Context: an optimization exercise on an open-source flow, tuned for small area and a short achievable clock period. The choices shown serve that exercise and are no tape-out recipe.
In this exercise RTL edits were held to simulation tests only and were not proved equivalent to the original.
Power is estimated from default activity; no workload was simulated.

## Viterbi_Decoder
module Viterbi_Decoder(
    input [1:0] encoded_signal,
    input clk,
    input reset,
    output wire decoded_signal
);
clock: 10.0 ns
lec_check: 0
cap_margin: 20
core_margin: 2
core_utilization: 40
slew_margin: 20
synth_hierarchical: 1
synth_minimum_keep_size: 0
standard.sh (not shown) runs the stock make flow with config.mk's settings and CLKGATE_MAP_FILE= SYNTH_SCRIPT=/design/flow/synth_recipe.tcl, a recipe that flattens the netlist after the stock synthesis.
==> flow/flow/run.sh <==
#!/bin/bash
# The standard layout (the standard.sh, unchanged synthesis), with two
# optimisation knobs: port buffers of a normal buffer cell instead of the
# delay cell buffer_ports picks by default, and a setup margin so that the
# resizer's repair works towards a shorter period than the 10 ns constraint.
# The constraints (constraint.sdc) are not changed.
set -euo pipefail
bash standard.sh \
  "BUFFER_PORTS_ARGS=-buffer_cell sky130_fd_sc_hd__buf_2" \
  SETUP_SLACK_MARGIN=${MARGIN:-7.2} \
  ABC_LOAD_IN_FF=1 \
  "CTS_ARGS=-sink_clustering_enable -sink_clustering_size 60 -sink_clustering_max_diameter 500 -sink_clustering_levels 1 -buf_list sky130_fd_sc_hd__clkbuf_8 -root_buf sky130_fd_sc_hd__clkbuf_8 -sink_buffer_max_cap_derate 1.0 -repair_clock_nets" \
  finish > make_finish.log 2>&1
The first run produced a clean layout.
Edit:
--- a/flow/flow/run.sh
+++ b/flow/flow/run.sh
@@ -10,4 +10,4 @@
   SETUP_SLACK_MARGIN=${MARGIN:-7.2} \
   ABC_LOAD_IN_FF=1 \
-  "CTS_ARGS=-sink_clustering_enable -sink_clustering_size 60 -sink_clustering_max_diameter 500 -sink_clustering_levels 1 -buf_list sky130_fd_sc_hd__clkbuf_8 -root_buf sky130_fd_sc_hd__clkbuf_8 -sink_buffer_max_cap_derate 1.0 -repair_clock_nets" \
+  "CTS_ARGS=-buf_list sky130_fd_sc_hd__clkbuf_16 -root_buf sky130_fd_sc_hd__clkbuf_16 -sink_buffer_max_cap_derate 1.0 -repair_clock_nets" \
   finish > make_finish.log 2>&1
Effect:
- total power goes up by 7.2%
- core utilization goes up by 1.0 points
- cell area goes up by 2.2%
- setup slack gains 0.027 ns
- cell count does not change
Edit:
--- a/flow/flow/run.sh
+++ b/flow/flow/run.sh
@@ -10,4 +10,4 @@
   SETUP_SLACK_MARGIN=${MARGIN:-7.2} \
   ABC_LOAD_IN_FF=1 \
-  "CTS_ARGS=-buf_list sky130_fd_sc_hd__clkbuf_16 -root_buf sky130_fd_sc_hd__clkbuf_16 -sink_buffer_max_cap_derate 1.0 -repair_clock_nets" \
+  "CTS_ARGS=-sink_clustering_enable -repair_clock_nets -dont_use_dummy_load" \
   finish > make_finish.log 2>&1
After rerunning: Hold slack barely changes; synthesized area is unchanged; combinational power hardly moves.
Edit:
--- a/flow/flow/run.sh
+++ b/flow/flow/run.sh
@@ -10,4 +10,3 @@
   SETUP_SLACK_MARGIN=${MARGIN:-7.2} \
   ABC_LOAD_IN_FF=1 \
-  "CTS_ARGS=-sink_clustering_enable -repair_clock_nets -dont_use_dummy_load" \
   finish > make_finish.log 2>&1
=>
- The changed run passed the timing, DRC and antenna checks
- die area stays the same
- worst setup slack is worse by 0.029 ns
- flip-flop and latch count stays the same

---

Setup of red:
Viterbi_Decoder, a different RTL version from the one above (not shown whole).
For scale: roughly 250 cells after synthesis, roughly 52 flip-flops, about 5 I/O pins, about 0.0022 mm2 of cells after synthesis.
export LEC_CHECK = 0
export CAP_MARGIN = 20
export CORE_MARGIN = 2
export CORE_UTILIZATION = 40
export SLEW_MARGIN = 20
export SYNTH_HIERARCHICAL = 1
export SYNTH_MINIMUM_KEEP_SIZE = 0
create_clock -name core_clock -period 10.0 [get_ports {clk}]
==> flow/flow/run.sh <==
#!/bin/bash
# The standard layout (the standard.sh, unchanged synthesis), with two
# optimisation knobs: port buffers of a normal buffer cell instead of the
# delay cell buffer_ports picks by default, and a setup margin so that the
# resizer's repair works towards a shorter period than the 10 ns constraint.
# The constraints (constraint.sdc) are not changed.
set -euo pipefail
bash standard.sh \
  "BUFFER_PORTS_ARGS=-buffer_cell sky130_fd_sc_hd__buf_2" \
  SETUP_SLACK_MARGIN=${MARGIN:-7.3} \
  ABC_LOAD_IN_FF=1 \
  finish > make_finish.log 2>&1
diff inputs: red => blue
diff --git a/flow/flow/run.sh b/flow/flow/run.sh
--- a/flow/flow/run.sh
+++ b/flow/flow/run.sh
@@ -9,3 +9,3 @@
   "BUFFER_PORTS_ARGS=-buffer_cell sky130_fd_sc_hd__buf_2" \
-  SETUP_SLACK_MARGIN=${MARGIN:-7.3} \
+  SETUP_SLACK_MARGIN=${MARGIN:-7.2} \
   ABC_LOAD_IN_FF=1 \
Notes after the runs:
- blue -> red: part of the cycle the worst path needs flat
- Diff blue..red | final setup violation count | unchanged
- Reported for red and blue, number of ports placed on the die boundary turned out identical to the last digit.
- Re synthesized cell count: no difference whatsoever between red and blue.
- Compared with red, blue shows area overhead of the layout relative to synthesis lower by 0.78 points.
- blue vs. red: total design power went down, number of antenna cells inserted about even, minimum clock period ~0 delta.
- The transition at the pin with the smallest max-transition slack reported for blue is smaller than that of red by 32 ps.
- Sort red and blue by via count asc -> top: blue
- In the metrics for red and blue, the one carrying the higher cell area is red.
The inputs of green differ from those of blue as listed below.
diff --git a/flow/flow/run.sh b/flow/flow/run.sh
--- a/flow/flow/run.sh
+++ b/flow/flow/run.sh
@@ -9,4 +9,5 @@
   "BUFFER_PORTS_ARGS=-buffer_cell sky130_fd_sc_hd__buf_2" \
-  SETUP_SLACK_MARGIN=${MARGIN:-7.2} \
+  SETUP_SLACK_MARGIN=${MARGIN:-7.0} \
   ABC_LOAD_IN_FF=1 \
+  "CTS_ARGS=-sink_clustering_enable -sink_clustering_size 60 -sink_clustering_max_diameter 500 -repair_clock_nets -buf_list sky130_fd_sc_hd__clkbuf_16 -root_buf sky130_fd_sc_hd__clkbuf_16" \
   finish > make_finish.log 2>&1
### Flow results
All of green and blue finish clean.
Summary: hold slack, green worse than blue
green: part of the total power dissipated in the clock network is 6.7 points higher than what blue reported.
Comparing time the worst path needs with I/O delays and setup for green and blue, the bigger number came from green.
Setup changes, green to orange
diff --git a/flow/flow/run.sh b/flow/flow/run.sh
--- a/flow/flow/run.sh
+++ b/flow/flow/run.sh
@@ -11,3 +11,2 @@
   ABC_LOAD_IN_FF=1 \
-  "CTS_ARGS=-sink_clustering_enable -sink_clustering_size 60 -sink_clustering_max_diameter 500 -repair_clock_nets -buf_list sky130_fd_sc_hd__clkbuf_16 -root_buf sky130_fd_sc_hd__clkbuf_16" \
   finish > make_finish.log 2>&1
--- outcome ---
Looking at the reports, orange completed the entire flow and the layout it produced met the timing, DRC and antenna checks. Multi-input gate share of total cell area in orange is 0.97 points above green. green leaves less setup margin than orange. Min internal power consumption across orange and green: orange. Diff green -> orange | worst-case vdd ir drop | decrease of about 20%. green → orange: via count normalized by instance count roughly the same, leakage power figure has decreased. Share of the core filled with cells: orange and green compared, higher one is green. Comparing orange and green, the higher area growth from synthesis to layout is on green.

## re-timing with driven ports
In the flow no input, the clock included, has a driving cell. The finished layouts below were timed again as built, in two steps. Step 1 sets driving cells, clkbuf_16 on the clock port and buf_2 on the other inputs (assumed; they add their load-dependent delay and slew). Step 2 moves the port delays by t, midway between the first and last clock arrival at a register: inputs arrive t later, outputs are due t later. That takes back most of the time a late clock gives input paths. Slacks: ideal ports / drivers / drivers and shift; pairs: ideal ports / drivers.
run	t, ns	setup slack, ns	hold slack, ns	clock arrival spread, ns	slew at the worst register clock pin (ns)
the first run of note 1	0.323	7.252 / 7.226 / 6.999	0.378 / 0.378 / 0.378	0.010 / 0.010	0.10 / 0.10
the second run of note 1	0.307	7.279 / 7.248 / 6.998	0.364 / 0.364 / 0.364	0.006 / 0.006	0.07 / 0.07
the third run of note 1	0.315	7.282 / 7.255 / 6.984	0.365 / 0.365 / 0.365	0.029 / 0.030	0.10 / 0.10
the fourth run of note 1	0.323	7.252 / 7.226 / 6.999	0.378 / 0.378 / 0.378	0.010 / 0.010	0.10 / 0.10
red	0.323	7.273 / 7.248 / 7.035	0.390 / 0.390 / 0.390	0.014 / 0.014	0.10 / 0.10
blue	0.319	7.273 / 7.246 / 6.998	0.380 / 0.380 / 0.380	0.010 / 0.010	0.10 / 0.10
green	0.322	7.086 / 7.100 / 6.778	0.367 / 0.367 / 0.367	0.004 / 0.004	0.07 / 0.07
orange	0.340	7.099 / 7.109 / 6.769	0.375 / 0.375 / 0.375	0.006 / 0.006	0.10 / 0.10
After both steps setup and hold are still met in every run listed. For orange, which loses most, drivers alone change the setup slack by +0.010 ns; drivers and shift together by -0.330 ns.
